What follows belongs to an exercise in optimizing a design on an open flow for small area; a production flow would make more cautious choices.
Only simulation tests tie the RTL to the original design; equivalence was not proved.

## main
==> flow/design.v <==
module rcloss #(
    parameter REGLEN = 19,
    parameter FEEDBACK = 0,
    parameter SYNCBITPOS = 0
) (
    input clock,
    input load,        
    input first,
    input keybit,      
    input majority,
    output exposed,
    output sync
);
    reg [REGLEN - 1:0] register;
    wire sh = (majority == register[SYNCBITPOS]);
    wire a = load ? ~first : sh;
    wire b = ~load & ~sh;
    wire [REGLEN - 1:0] shifted = {register[REGLEN - 2:1], register[0] & ~(load & first), ^(register & FEEDBACK)};
    wire [REGLEN - 1:0] inj = {{(REGLEN - 2){1'b0}}, keybit, 1'b0};
    always @(posedge clock)
        register <= (({REGLEN {a}} & shifted) | ({REGLEN {b}} & register)) ^ inj;
    assign exposed = register[REGLEN - 1];
    assign sync = register[SYNCBITPOS];
endmodule
module cipher (
    input in,
    input [85:0] seq,
    input clock,
    input control,
    input reset,
    output out
);
    reg [2:0] lo;
    reg [4:0] hi;
    always @(posedge clock)
        if (reset) begin
            lo <= {lo[1:0], lo[2]};
            hi <= hi + {4'd0, lo[2]};
        end else begin
            lo <= 3'b001;
            hi <= 5'd0;
        end
    wire first = lo[0] & (hi == 5'd0);
    wire [87:0] seqx = {2'b00, seq};
    reg [28:0] group;
    integer j;
    always @* begin
        for (j = 0; j < 29; j = j + 1)
            group[j] = seqx[3 * j] & lo[0] | seqx[3 * j + 1] & lo[1] | seqx[3 * j + 2] & lo[2];
    end
    wire keybit = reset & group[hi];
    wire F;
    wire outR1, outR2, outR3;
    wire syncR1, syncR2, syncR3;
    rcloss #(.REGLEN(19), .FEEDBACK(19'h07200), .SYNCBITPOS(8)) loss1 (
        .clock(clock), .load(reset), .first(first), .keybit(keybit),
        .majority(F), .exposed(outR1), .sync(syncR1));
    rcloss #(.REGLEN(22), .FEEDBACK(22'h300000), .SYNCBITPOS(10)) loss2 (
        .clock(clock), .load(reset), .first(first), .keybit(keybit),
        .majority(F), .exposed(outR2), .sync(syncR2));
    rcloss #(.REGLEN(23), .FEEDBACK(23'h700100), .SYNCBITPOS(10)) loss3 (
        .clock(clock), .load(reset), .first(first), .keybit(keybit),
        .majority(F), .exposed(outR3), .sync(syncR3));
    assign F = syncR1 & syncR2 | syncR1 & syncR3 | syncR2 & syncR3;
    assign out = (control && !reset) ? in ^ outR1 ^ outR2 ^ outR3 : 1'b0;
endmodule
Settings: LEC_CHECK=0, ABC_AREA=1, CAP_MARGIN=20, CORE_MARGIN=2, CORE_UTILIZATION=65, SLEW_MARGIN=20; clock period 5.0 ns.
standard.sh (not shown) runs the stock make flow with config.mk's settings and CLKGATE_MAP_FILE= SYNTH_SCRIPT=/design/flow/synth_recipe.tcl, a recipe that flattens the netlist after the stock synthesis.
==> flow/flow/run.sh <==
#!/bin/bash
# Own layout flow: the standard layout, with an area-oriented ABC mapping
# in synthesis and the ports buffered with the smallest buffer.
set -euo pipefail
W=$(pwd)
export MY_WORK=$W
export MY_ABC_SCRIPT=$W/flow/abc.script
bash standard.sh SYNTH_SCRIPT=$W/flow/synth.tcl \
  "BUFFER_PORTS_ARGS=-buffer_cell sky130_fd_sc_hd__buf_1" "CTS_ARGS=-sink_clustering_enable -repair_clock_nets -dont_use_dummy_load -buf_list sky130_fd_sc_hd__clkbuf_4" finish > $W/make_finish.log 2>&1
==> flow/flow/abc.script <==
strash
&get -n
&dch -f
&nf -R 1000
&put
topo
==> flow/flow/synth.tcl <==
# The standard flow's synthesis script, with the technology mapping of the logic done by
# a different ABC script (flow/abc.script, area-oriented). The registers and
# everything else are as synth_recipe.tcl makes them.
proc abc {args} {
  set out {}
  set skip 0
  foreach a $args {
    if {$skip} { set skip 0; continue }
    if {$a eq "-script"} {
      lappend out -script $::env(MY_ABC_SCRIPT)
      set skip 1
      continue
    }
    lappend out $a
  }
  yosys abc {*}$out
}
source $::env(MY_WORK)/synth_recipe.tcl
> inputs changed (main -> the feature branch)
-- flow/design.v --
<<< main, line 33
    reg [2:0] lo;
    reg [4:0] hi;
    always @(posedge clock)
        if (reset) begin
            lo <= {lo[1:0], lo[2]};
            hi <= hi + {4'd0, lo[2]};
        end else begin
            lo <= 3'b001;
            hi <= 5'd0;
        end
    wire first = lo[0] & (hi == 5'd0);
    wire [87:0] seqx = {2'b00, seq};
    reg [28:0] group;
    integer j;
    always @* begin
        for (j = 0; j < 29; j = j + 1)
            group[j] = seqx[3 * j] & lo[0] | seqx[3 * j + 1] & lo[1] | seqx[3 * j + 2] & lo[2];
    end
    wire keybit = reset & group[hi];
    wire F;
>>> the feature branch, line 33
    reg [2:0] lo;
    reg [4:0] hi;
    always @(posedge clock) begin
        lo <= reset ? {lo[1:0], lo[2]} : 3'b001;
        hi <= reset ? {hi[3:0], ~(hi[4] ^ hi[2])} : 5'd0;
    end
    wire first = lo[0] & ~|hi;
    wire [2:0] sel = lo;
    wire [31:0] group;
    assign group[0] = seq[0] & sel[0] | seq[31] & sel[1] | seq[62] & sel[2];
    assign group[1] = seq[63] & sel[0] | seq[1] & sel[1] | seq[32] & sel[2];
    assign group[2] = seq[42] & sel[0] | seq[73] & sel[1] | seq[11] & sel[2];
    assign group[3] = seq[33] & sel[0] | seq[64] & sel[1] | seq[2] & sel[2];
    assign group[4] = seq[39] & sel[0] | seq[70] & sel[1] | seq[8] & sel[2];
    assign group[5] = seq[12] & sel[0] | seq[43] & sel[1] | seq[74] & sel[2];
    assign group[6] = seq[27] & sel[0] | seq[58] & sel[1];
    assign group[7] = seq[3] & sel[0] | seq[34] & sel[1] | seq[65] & sel[2];
    assign group[8] = seq[9] & sel[0] | seq[40] & sel[1] | seq[71] & sel[2];
    assign group[9] = seq[25] & sel[1] | seq[56] & sel[2];
    assign group[10] = seq[75] & sel[0] | seq[13] & sel[1] | seq[44] & sel[2];
    assign group[11] = seq[15] & sel[0] | seq[46] & sel[1] | seq[77] & sel[2];
    assign group[12] = seq[28] & sel[1] | seq[59] & sel[2];
    assign group[13] = seq[84] & sel[0] | seq[22] & sel[1] | seq[53] & sel[2];
    assign group[14] = seq[66] & sel[0] | seq[4] & sel[1] | seq[35] & sel[2];
    assign group[15] = seq[48] & sel[0] | seq[79] & sel[1] | seq[17] & sel[2];
    assign group[16] = seq[30] & sel[0] | seq[61] & sel[1];
    assign group[17] = seq[72] & sel[0] | seq[10] & sel[1] | seq[41] & sel[2];
    assign group[18] = seq[69] & sel[0] | seq[7] & sel[1] | seq[38] & sel[2];
    assign group[19] = seq[57] & sel[0] | seq[26] & sel[2];
    assign group[20] = seq[24] & sel[0] | seq[55] & sel[1];
    assign group[21] = seq[45] & sel[0] | seq[76] & sel[1] | seq[14] & sel[2];
    assign group[22] = seq[21] & sel[0] | seq[52] & sel[1] | seq[83] & sel[2];
    assign group[23] = seq[78] & sel[0] | seq[16] & sel[1] | seq[47] & sel[2];
    assign group[24] = seq[60] & sel[0] | seq[29] & sel[2];
    assign group[25] = seq[6] & sel[0] | seq[37] & sel[1] | seq[68] & sel[2];
    assign group[26] = seq[54] & sel[0] | seq[85] & sel[1] | seq[23] & sel[2];
    assign group[27] = seq[51] & sel[0] | seq[82] & sel[1] | seq[20] & sel[2];
    assign group[28] = seq[36] & sel[0] | seq[67] & sel[1] | seq[5] & sel[2];
    assign group[29] = seq[81] & sel[0] | seq[19] & sel[1] | seq[50] & sel[2];
    assign group[30] = seq[18] & sel[0] | seq[49] & sel[1] | seq[80] & sel[2];
    assign group[31] = group[30];
    wire keybit = reset & group[hi];
    wire F;
Findings:
The feature branch was carried through to the last stage, and its layout satisfied the timing, design-rule and antenna checks.
The feature branch vs main — synthesis-to-layout area growth rose 0.37 points.
On register-to-register slack, the higher figure sits with main, not the feature branch.
Summary of the feature branch over main: die outline area -1.4%, routed via count -2.9%, worst setup slack -0.11 ns, synthesized cell count -about 5%.

port drivers added, routing unchanged:
Ports are ideal in the flow. The routed layouts listed here were re-timed in OpenROAD. Step 1 sets driving cells, clkbuf_16 on the clock port and buf_2 on the other inputs (assumed; they add their load-dependent delay and slew). Step 2, shift: input delay + t, output delay - t, t = (earliest + latest rising clock arrival at the registers) / 2. This alone moves slack from input paths to output paths. a / b / c = ideal ports / drivers / drivers and shift; a / b = the first two.
| run | t (ns) | setup WS [ns] | hold slack, ns | clock arrival spread, ns | pins driven straight from the clock port |
|---|---|---|---|---|---|
| main | 0.395 | 2.036 / 2.011 / 1.845 | 0.463 / 0.463 / 0.463 | 0.036 / 0.035 | 1 |
| the feature branch | 0.397 | 1.925 / 1.906 / 1.906 | 0.446 / 0.446 / 0.446 | 0.049 / 0.049 | 1 |
After both steps setup and hold are still met in every run listed. For main, which loses most, drivers alone change the setup slack by -0.025 ns; drivers and shift together by -0.191 ns.
